From an optimization exercise on the open Yosys and OpenROAD flow, aimed at small area; shortcuts taken in it are not production practice. Where RTL was checked, it was by simulation tests only, not by an equivalence proof against the original.

==> inputs of wip/fjord <==
## ALU_16_bit
module ALU_16_bit(
input wire [15:0] A,
input wire [15:0] B,
input wire [3:0] ALU_FUN,
input wire clk,
output reg [15:0] ALU_OUT,
output wire Carry_Flag,
output wire Arith_Flag,
output wire Logic_Flag,
output wire CMP_Flag,
output wire Shift_Flag
);
wire is_add = ALU_FUN == 4'b0000;
wire is_sub = ALU_FUN == 4'b0001;
wire is_mul = ALU_FUN == 4'b0010;
wire is_div = ALU_FUN == 4'b0011;
wire is_as  = ALU_FUN[3:1] == 3'b000;
wire is_shr = ALU_FUN == 4'b1101;
wire is_shl = ALU_FUN == 4'b1110;
wire is_eq  = ALU_FUN == 4'b1010;
wire is_gt  = ALU_FUN == 4'b1011;
wire is_lt  = ALU_FUN == 4'b1100;
assign Arith_Flag = ALU_FUN[3:2] == 2'b00;
assign Logic_Flag = (ALU_FUN[3:2] == 2'b01) | (ALU_FUN[3:1] == 3'b100);
assign CMP_Flag   = is_eq | is_gt | is_lt;
assign Shift_Flag = is_shr | is_shl;
wire [15:0] ai = A ^ {16{is_add}};
wire [16:0] cc;
assign cc[0] = 1'b1;
genvar gi;
generate for (gi = 0; gi < 16; gi = gi + 1) begin : cchain
  assign cc[gi+1] = (ai[gi] & ~B[gi]) | ((ai[gi] | ~B[gi]) & cc[gi]);
end endgenerate
wire ge = cc[16];
wire eq = ~|(A ^ B);
assign Carry_Flag = is_as & ~ge;
wire [15:0] nb = ~B;
wire [15:0] zhi;
assign zhi[0] = 1'b1;
generate for (gi = 1; gi < 16; gi = gi + 1) begin : zh
  assign zhi[gi] = zhi[gi-1] & ~B[16-gi];
end endgenerate
  ...
clock: 31.0 ns
lec_check: 0
abc_area: 1
cap_margin: 0
core_margin: 2
core_utilization: 40
cts_buf_list: sky130_fd_sc_hd__clkbuf_4
slew_margin: 0
run.sh (not shown) runs the stock make flow with config.mk's settings and CLKGATE_MAP_FILE= SYNTH_SCRIPT=/design/flow/synth_recipe.tcl, a recipe that flattens the netlist after the stock synthesis.
==> wip/quartz: changes against wip/fjord <==
--- a/flow/design.v
+++ b/flow/design.v
@@ -19,37 +19,39 @@
 wire is_shl = ALU_FUN == 4'b1110;
 wire is_eq  = ALU_FUN == 4'b1010;
 wire is_gt  = ALU_FUN == 4'b1011;
 wire is_lt  = ALU_FUN == 4'b1100;
 assign Arith_Flag = ALU_FUN[3:2] == 2'b00;
 assign Logic_Flag = (ALU_FUN[3:2] == 2'b01) | (ALU_FUN[3:1] == 3'b100);
 assign CMP_Flag   = is_eq | is_gt | is_lt;
 assign Shift_Flag = is_shr | is_shl;
-wire [15:0] ai = A ^ {16{is_add}};
+wire as_sub = ~is_add;
+wire [15:0] bs = B ^ {16{as_sub}};
 wire [16:0] cc;
-assign cc[0] = 1'b1;
+assign cc[0] = as_sub;
 genvar gi;
 generate for (gi = 0; gi < 16; gi = gi + 1) begin : cchain
-  assign cc[gi+1] = (ai[gi] & ~B[gi]) | ((ai[gi] | ~B[gi]) & cc[gi]);
+  assign cc[gi+1] = (A[gi] & bs[gi]) | ((A[gi] | bs[gi]) & cc[gi]);
 end endgenerate
+wire [15:0] as_sum = A ^ bs ^ cc[15:0];
 wire ge = cc[16];
 wire eq = ~|(A ^ B);
-assign Carry_Flag = is_as & ~ge;
+assign Carry_Flag = (is_add & ge) | (is_sub & ~ge);
 wire [15:0] nb = ~B;
 wire [15:0] zhi;
 assign zhi[0] = 1'b1;
 generate for (gi = 1; gi < 16; gi = gi + 1) begin : zh
   assign zhi[gi] = zhi[gi-1] & ~B[16-gi];
 end endgenerate
 wire bnz = |B;
 wire [15:0] zd = zhi & {16{is_div & bnz}};
 wire [15:0] ma = A & {16{is_mul}};
 wire [15:0] q;
-assign x16 = ai | {16{is_mul}};
+assign x16 = A | {16{is_mul}};
 wire [15:0] x0;
 wire [15:0] x1;
 wire [15:0] x2;
 wire [15:0] x3;
 wire [15:0] x4;
 wire [15:0] x5;
 wire [15:0] x6;
 wire [15:0] x7;
@@ -620,74 +622,74 @@
 wire r0_s12;
 wire r0_s13;
 wire r0_s14;
 wire r0_s15;
 wire sel0;
 assign r15_g0 = x16[15] | nb[0];
 assign r15_t0 = x16[15] | nb[0];
 assign co15 = r15_g0;
-assign r15_s0 = x16[15] ^ nb[0] ^ 1'b1;
+assign r15_s0 = x16[15] ^ (nb[0] ^ 1'b1);
 assign q[15] = co15 & zd[15];
 assign sel15 = q[15] | ma[15];
-assign x15[15] = sel15 ? r15_s0 : x16[15];
+assign x15[15] = x16[15] ^ (sel15 & (nb[0] ^ 1'b1));
 assign x15[14:0] = x16[14:0];
 assign r14_g0 = x15[14] | nb[0];
 assign r14_t0 = x15[14] | nb[0];
 assign r14_g1 = x15[15] & nb[1];
 assign r14_t1 = x15[15] | nb[1];
 assign r14_r1_g = r14_g1 | (r14_t1 & r14_g0);
 assign co14 = r14_r1_g;
-assign r14_s0 = x15[14] ^ nb[0] ^ 1'b1;
-assign r14_s1 = x15[15] ^ nb[1] ^ r14_g0;
+assign r14_s0 = x15[14] ^ (nb[0] ^ 1'b1);
+assign r14_s1 = x15[15] ^ (nb[1] ^ r14_g0);
 assign q[14] = co14 & zd[14];
 assign sel14 = q[14] | ma[14];
-assign x14[14] = sel14 ? r14_s0 : x15[14];
-assign x14[15] = sel14 ? r14_s1 : x15[15];
+assign x14[14] = x15[14] ^ (sel14 & (nb[0] ^ 1'b1));
+assign x14[15] = x15[15] ^ (sel14 & (nb[1] ^ r14_g0));
 assign x14[13:0] = x15[13:0];
 assign r13_g0 = x14[13] | nb[0];
 assign r13_t0 = x14[13] | nb[0];
 assign r13_g1 = x14[14] & nb[1];
 assign r13_t1 = x14[14] | nb[1];
 assign r13_g2 = x14[15] & nb[2];
 assign r13_t2 = x14[15] | nb[2];
 assign r13_r1_g = r13_g1 | (r13_t1 & r13_g0);
 assign r13_r2_g = r13_g2 | (r13_t2 & r13_r1_g);
 assign co13 = r13_r2_g;
-assign r13_s0 = x14[13] ^ nb[0] ^ 1'b1;
-assign r13_s1 = x14[14] ^ nb[1] ^ r13_g0;
-assign r13_s2 = x14[15] ^ nb[2] ^ r13_r1_g;
+assign r13_s0 = x14[13] ^ (nb[0] ^ 1'b1);
+assign r13_s1 = x14[14] ^ (nb[1] ^ r13_g0);
+assign r13_s2 = x14[15] ^ (nb[2] ^ r13_r1_g);
 assign q[13] = co13 & zd[13];
 assign sel13 = q[13] | ma[13];
-assign x13[13] = sel13 ? r13_s0 : x14[13];
-assign x13[14] = sel13 ? r13_s1 : x14[14];
-assign x13[15] = sel13 ? r13_s2 : x14[15];
+assign x13[13] = x14[13] ^ (sel13 & (nb[0] ^ 1'b1));
+assign x13[14] = x14[14] ^ (sel13 & (nb[1] ^ r13_g0));
+assign x13[15] = x14[15] ^ (sel13 & (nb[2] ^ r13_r1_g));
 assign x13[12:0] = x14[12:0];
 assign r12_g0 = x13[12] | nb[0];
 assign r12_t0 = x13[12] | nb[0];
 assign r12_g1 = x13[13] & nb[1];
 assign r12_t1 = x13[13] | nb[1];
 assign r12_g2 = x13[14] & nb[2];
 assign r12_t2 = x13[14] | nb[2];
 assign r12_g3 = x13[15] & nb[3];
 assign r12_t3 = x13[15] | nb[3];
 assign r12_r1_g = r12_g1 | (r12_t1 & r12_g0);
 assign r12_r2_g = r12_g2 | (r12_t2 & r12_r1_g);
 assign r12_r3_g = r12_g3 | (r12_t3 & r12_r2_g);
 assign co12 = r12_r3_g;
-assign r12_s0 = x13[12] ^ nb[0] ^ 1'b1;
-assign r12_s1 = x13[13] ^ nb[1] ^ r12_g0;
-assign r12_s2 = x13[14] ^ nb[2] ^ r12_r1_g;
-assign r12_s3 = x13[15] ^ nb[3] ^ r12_r2_g;
+assign r12_s0 = x13[12] ^ (nb[0] ^ 1'b1);
+assign r12_s1 = x13[13] ^ (nb[1] ^ r12_g0);
+assign r12_s2 = x13[14] ^ (nb[2] ^ r12_r1_g);
+assign r12_s3 = x13[15] ^ (nb[3] ^ r12_r2_g);
 assign q[12] = co12 & zd[12];
 assign sel12 = q[12] | ma[12];
-assign x12[12] = sel12 ? r12_s0 : x13[12];
-assign x12[13] = sel12 ? r12_s1 : x13[13];
-assign x12[14] = sel12 ? r12_s2 : x13[14];
-assign x12[15] = sel12 ? r12_s3 : x13[15];
+assign x12[12] = x13[12] ^ (sel12 & (nb[0] ^ 1'b1));
+assign x12[13] = x13[13] ^ (sel12 & (nb[1] ^ r12_g0));
+assign x12[14] = x13[14] ^ (sel12 & (nb[2] ^ r12_r1_g));
+assign x12[15] = x13[15] ^ (sel12 & (nb[3] ^ r12_r2_g));
 assign x12[11:0] = x13[11:0];
 assign r11_g0 = x12[11] | nb[0];
 assign r11_t0 = x12[11] | nb[0];
 assign r11_g1 = x12[12] & nb[1];
 assign r11_t1 = x12[12] | nb[1];
 assign r11_g2 = x12[13] & nb[2];
 assign r11_t2 = x12[13] | nb[2];
 assign r11_g3 = x12[14] & nb[3];
@@ -1327,17 +1329,17 @@
 assign r0_s9 = x1[9] ^ (nb[9] ^ r0_r8_g);
 assign r0_s10 = x1[10] ^ (nb[10] ^ r0_r9_g);
 assign r0_s11 = x1[11] ^ (nb[11] ^ r0_r10_g);
 assign r0_s12 = x1[12] ^ (nb[12] ^ r0_r11_g);
 assign r0_s13 = x1[13] ^ (nb[13] ^ r0_r12_g);
 assign r0_s14 = x1[14] ^ (nb[14] ^ r0_r13_g);
 assign r0_s15 = x1[15] ^ (nb[15] ^ r0_r14_g);
 assign q[0] = co0 & zd[0];
-assign sel0 = q[0] | ma[0] | is_as;
+assign sel0 = q[0] | ma[0];
 assign x0[0] = x1[0] ^ (sel0 & (nb[0] ^ 1'b1));
 assign x0[1] = x1[1] ^ (sel0 & (nb[1] ^ r0_g0));
 assign x0[2] = x1[2] ^ (sel0 & (nb[2] ^ r0_r1_g));
 assign x0[3] = x1[3] ^ (sel0 & (nb[3] ^ r0_r2_g));
 assign x0[4] = x1[4] ^ (sel0 & (nb[4] ^ r0_r3_g));
 assign x0[5] = x1[5] ^ (sel0 & (nb[5] ^ r0_r4_g));
 assign x0[6] = x1[6] ^ (sel0 & (nb[6] ^ r0_r5_g));
 assign x0[7] = x1[7] ^ (sel0 & (nb[7] ^ r0_r6_g));
@@ -1356,17 +1358,18 @@
     3'b101: lg = A | B;
     3'b110: lg = ~(A & B);
     3'b111: lg = ~(A | B);
     3'b000: lg = A ^ B;
     default: lg = ~(A ^ B);
   endcase
 end
 wire [15:0] res =
-    ((x0 ^ {16{is_mul | is_add}}) & {16{is_mul | is_as}}) |
+    (~x0 & {16{is_mul}}) |
     q |
+    (as_sum & {16{is_as}}) |
     (lg & {16{Logic_Flag}}) |
     ({1'b0, A[15:1]} & {16{is_shr}}) |
     ({A[14:0], 1'b0} & {16{is_shl}}) |
     {14'b0, (is_gt & ge & ~eq) | (is_lt & ~ge), (is_eq & eq) | (is_lt & ~ge)};
 always @(posedge clk)
   ALU_OUT <= res;
 endmodule
==> wip/lagoon: changes against wip/fjord <==
--- a/flow/design.v
+++ b/flow/design.v
@@ -19,37 +19,39 @@
 wire is_shl = ALU_FUN == 4'b1110;
 wire is_eq  = ALU_FUN == 4'b1010;
 wire is_gt  = ALU_FUN == 4'b1011;
 wire is_lt  = ALU_FUN == 4'b1100;
 assign Arith_Flag = ALU_FUN[3:2] == 2'b00;
 assign Logic_Flag = (ALU_FUN[3:2] == 2'b01) | (ALU_FUN[3:1] == 3'b100);
 assign CMP_Flag   = is_eq | is_gt | is_lt;
 assign Shift_Flag = is_shr | is_shl;
-wire [15:0] ai = A ^ {16{is_add}};
+wire as_sub = ~is_add;
+wire [15:0] bs = B ^ {16{as_sub}};
 wire [16:0] cc;
-assign cc[0] = 1'b1;
+assign cc[0] = as_sub;
 genvar gi;
 generate for (gi = 0; gi < 16; gi = gi + 1) begin : cchain
-  assign cc[gi+1] = (ai[gi] & ~B[gi]) | ((ai[gi] | ~B[gi]) & cc[gi]);
+  assign cc[gi+1] = (A[gi] & bs[gi]) | ((A[gi] | bs[gi]) & cc[gi]);
 end endgenerate
+wire [15:0] as_sum = A ^ bs ^ cc[15:0];
 wire ge = cc[16];
 wire eq = ~|(A ^ B);
-assign Carry_Flag = is_as & ~ge;
+assign Carry_Flag = (is_add & ge) | (is_sub & ~ge);
 wire [15:0] nb = ~B;
 wire [15:0] zhi;
 assign zhi[0] = 1'b1;
 generate for (gi = 1; gi < 16; gi = gi + 1) begin : zh
   assign zhi[gi] = zhi[gi-1] & ~B[16-gi];
 end endgenerate
 wire bnz = |B;
 wire [15:0] zd = zhi & {16{is_div & bnz}};
 wire [15:0] ma = A & {16{is_mul}};
 wire [15:0] q;
-assign x16 = ai | {16{is_mul}};
+assign x16 = A | {16{is_mul}};
 wire [15:0] x0;
 wire [15:0] x1;
 wire [15:0] x2;
 wire [15:0] x3;
 wire [15:0] x4;
 wire [15:0] x5;
 wire [15:0] x6;
 wire [15:0] x7;
@@ -620,74 +622,74 @@
 wire r0_s12;
 wire r0_s13;
 wire r0_s14;
 wire r0_s15;
 wire sel0;
 assign r15_g0 = x16[15] | nb[0];
 assign r15_t0 = x16[15] | nb[0];
 assign co15 = r15_g0;
-assign r15_s0 = x16[15] ^ nb[0] ^ 1'b1;
+assign r15_s0 = x16[15] ^ (nb[0] ^ 1'b1);
 assign q[15] = co15 & zd[15];
 assign sel15 = q[15] | ma[15];
-assign x15[15] = sel15 ? r15_s0 : x16[15];
+assign x15[15] = x16[15] ^ (sel15 & (nb[0] ^ 1'b1));
 assign x15[14:0] = x16[14:0];
 assign r14_g0 = x15[14] | nb[0];
 assign r14_t0 = x15[14] | nb[0];
 assign r14_g1 = x15[15] & nb[1];
 assign r14_t1 = x15[15] | nb[1];
 assign r14_r1_g = r14_g1 | (r14_t1 & r14_g0);
 assign co14 = r14_r1_g;
-assign r14_s0 = x15[14] ^ nb[0] ^ 1'b1;
-assign r14_s1 = x15[15] ^ nb[1] ^ r14_g0;
+assign r14_s0 = x15[14] ^ (nb[0] ^ 1'b1);
+assign r14_s1 = x15[15] ^ (nb[1] ^ r14_g0);
 assign q[14] = co14 & zd[14];
 assign sel14 = q[14] | ma[14];
-assign x14[14] = sel14 ? r14_s0 : x15[14];
-assign x14[15] = sel14 ? r14_s1 : x15[15];
+assign x14[14] = x15[14] ^ (sel14 & (nb[0] ^ 1'b1));
+assign x14[15] = x15[15] ^ (sel14 & (nb[1] ^ r14_g0));
 assign x14[13:0] = x15[13:0];
 assign r13_g0 = x14[13] | nb[0];
 assign r13_t0 = x14[13] | nb[0];
 assign r13_g1 = x14[14] & nb[1];
 assign r13_t1 = x14[14] | nb[1];
 assign r13_g2 = x14[15] & nb[2];
 assign r13_t2 = x14[15] | nb[2];
 assign r13_r1_g = r13_g1 | (r13_t1 & r13_g0);
 assign r13_r2_g = r13_g2 | (r13_t2 & r13_r1_g);
 assign co13 = r13_r2_g;
-assign r13_s0 = x14[13] ^ nb[0] ^ 1'b1;
-assign r13_s1 = x14[14] ^ nb[1] ^ r13_g0;
-assign r13_s2 = x14[15] ^ nb[2] ^ r13_r1_g;
+assign r13_s0 = x14[13] ^ (nb[0] ^ 1'b1);
+assign r13_s1 = x14[14] ^ (nb[1] ^ r13_g0);
+assign r13_s2 = x14[15] ^ (nb[2] ^ r13_r1_g);
 assign q[13] = co13 & zd[13];
 assign sel13 = q[13] | ma[13];
-assign x13[13] = sel13 ? r13_s0 : x14[13];
-assign x13[14] = sel13 ? r13_s1 : x14[14];
-assign x13[15] = sel13 ? r13_s2 : x14[15];
+assign x13[13] = x14[13] ^ (sel13 & (nb[0] ^ 1'b1));
+assign x13[14] = x14[14] ^ (sel13 & (nb[1] ^ r13_g0));
+assign x13[15] = x14[15] ^ (sel13 & (nb[2] ^ r13_r1_g));
 assign x13[12:0] = x14[12:0];
 assign r12_g0 = x13[12] | nb[0];
 assign r12_t0 = x13[12] | nb[0];
 assign r12_g1 = x13[13] & nb[1];
 assign r12_t1 = x13[13] | nb[1];
 assign r12_g2 = x13[14] & nb[2];
 assign r12_t2 = x13[14] | nb[2];
 assign r12_g3 = x13[15] & nb[3];
 assign r12_t3 = x13[15] | nb[3];
 assign r12_r1_g = r12_g1 | (r12_t1 & r12_g0);
 assign r12_r2_g = r12_g2 | (r12_t2 & r12_r1_g);
 assign r12_r3_g = r12_g3 | (r12_t3 & r12_r2_g);
 assign co12 = r12_r3_g;
-assign r12_s0 = x13[12] ^ nb[0] ^ 1'b1;
-assign r12_s1 = x13[13] ^ nb[1] ^ r12_g0;
-assign r12_s2 = x13[14] ^ nb[2] ^ r12_r1_g;
-assign r12_s3 = x13[15] ^ nb[3] ^ r12_r2_g;
+assign r12_s0 = x13[12] ^ (nb[0] ^ 1'b1);
+assign r12_s1 = x13[13] ^ (nb[1] ^ r12_g0);
+assign r12_s2 = x13[14] ^ (nb[2] ^ r12_r1_g);
+assign r12_s3 = x13[15] ^ (nb[3] ^ r12_r2_g);
 assign q[12] = co12 & zd[12];
 assign sel12 = q[12] | ma[12];
-assign x12[12] = sel12 ? r12_s0 : x13[12];
-assign x12[13] = sel12 ? r12_s1 : x13[13];
-assign x12[14] = sel12 ? r12_s2 : x13[14];
-assign x12[15] = sel12 ? r12_s3 : x13[15];
+assign x12[12] = x13[12] ^ (sel12 & (nb[0] ^ 1'b1));
+assign x12[13] = x13[13] ^ (sel12 & (nb[1] ^ r12_g0));
+assign x12[14] = x13[14] ^ (sel12 & (nb[2] ^ r12_r1_g));
+assign x12[15] = x13[15] ^ (sel12 & (nb[3] ^ r12_r2_g));
 assign x12[11:0] = x13[11:0];
 assign r11_g0 = x12[11] | nb[0];
 assign r11_t0 = x12[11] | nb[0];
 assign r11_g1 = x12[12] & nb[1];
 assign r11_t1 = x12[12] | nb[1];
 assign r11_g2 = x12[13] & nb[2];
 assign r11_t2 = x12[13] | nb[2];
 assign r11_g3 = x12[14] & nb[3];
@@ -1327,17 +1329,17 @@
 assign r0_s9 = x1[9] ^ (nb[9] ^ r0_r8_g);
 assign r0_s10 = x1[10] ^ (nb[10] ^ r0_r9_g);
 assign r0_s11 = x1[11] ^ (nb[11] ^ r0_r10_g);
 assign r0_s12 = x1[12] ^ (nb[12] ^ r0_r11_g);
 assign r0_s13 = x1[13] ^ (nb[13] ^ r0_r12_g);
 assign r0_s14 = x1[14] ^ (nb[14] ^ r0_r13_g);
 assign r0_s15 = x1[15] ^ (nb[15] ^ r0_r14_g);
 assign q[0] = co0 & zd[0];
-assign sel0 = q[0] | ma[0] | is_as;
+assign sel0 = q[0] | ma[0];
 assign x0[0] = x1[0] ^ (sel0 & (nb[0] ^ 1'b1));
 assign x0[1] = x1[1] ^ (sel0 & (nb[1] ^ r0_g0));
 assign x0[2] = x1[2] ^ (sel0 & (nb[2] ^ r0_r1_g));
 assign x0[3] = x1[3] ^ (sel0 & (nb[3] ^ r0_r2_g));
 assign x0[4] = x1[4] ^ (sel0 & (nb[4] ^ r0_r3_g));
 assign x0[5] = x1[5] ^ (sel0 & (nb[5] ^ r0_r4_g));
 assign x0[6] = x1[6] ^ (sel0 & (nb[6] ^ r0_r5_g));
 assign x0[7] = x1[7] ^ (sel0 & (nb[7] ^ r0_r6_g));
@@ -1356,17 +1358,18 @@
     3'b101: lg = A | B;
     3'b110: lg = ~(A & B);
     3'b111: lg = ~(A | B);
     3'b000: lg = A ^ B;
     default: lg = ~(A ^ B);
   endcase
 end
 wire [15:0] res =
-    ((x0 ^ {16{is_mul | is_add}}) & {16{is_mul | is_as}}) |
+    (~x0 & {16{is_mul}}) |
     q |
+    (as_sum & {16{is_as}}) |
     (lg & {16{Logic_Flag}}) |
     ({1'b0, A[15:1]} & {16{is_shr}}) |
     ({A[14:0], 1'b0} & {16{is_shl}}) |
     {14'b0, (is_gt & ge & ~eq) | (is_lt & ~ge), (is_eq & eq) | (is_lt & ~ge)};
 always @(posedge clk)
   ALU_OUT <= res;
 endmodule
- CAP_MARGIN: 0 -> 20
- CTS_BUF_LIST: sky130_fd_sc_hd__clkbuf_4 -> default
- SLEW_MARGIN: 0 -> 20
==> notes <==
In wip/fjord the hold slack is lower than in wip/quartz, by 0.035 ns.
In wip/lagoon the critical path depth is lower than in wip/fjord, by 12.
Against wip/lagoon, the final cell count of wip/fjord is higher by 5.7%.
Non-clock buffer count: wip/lagoon is higher than wip/fjord (1).
The lowest maximum frequency belongs to wip/fjord, the highest to wip/quartz.
No functional check of the RTL was part of wip/fjord.

-- afterwards: timing with drivers on the ports --
The flow's constraints put no driver on any port. The routed layouts listed below were extracted and timed again, unchanged, in two steps. Step 1, drivers: a clkbuf_16 drives clk and a buf_2 each remaining input, both assumed. Step 2, shift: input delay + t, output delay - t, t = (earliest + latest rising clock arrival at the registers) / 2. This alone moves slack from input paths to output paths. Three values: no drivers, after step 1, after step 2; two values: the first two.
| run | shift t [ns] | setup WS [ns] | worst setup path after step 2 |
|---|---|---|---|
| wip/fjord | 0.310 | 2.790 / 2.790 / 2.479 | input to register |
| wip/quartz | 0.318 | 4.702 / 4.703 / 4.386 | input to register |
| wip/lagoon | 0.279 | 4.653 / 4.660 / 4.381 | input to register |
After both steps every run listed still meets setup and hold. The setup slack of wip/quartz, which loses most, moves by +0.001 ns with the drivers and by -0.316 ns with both steps.
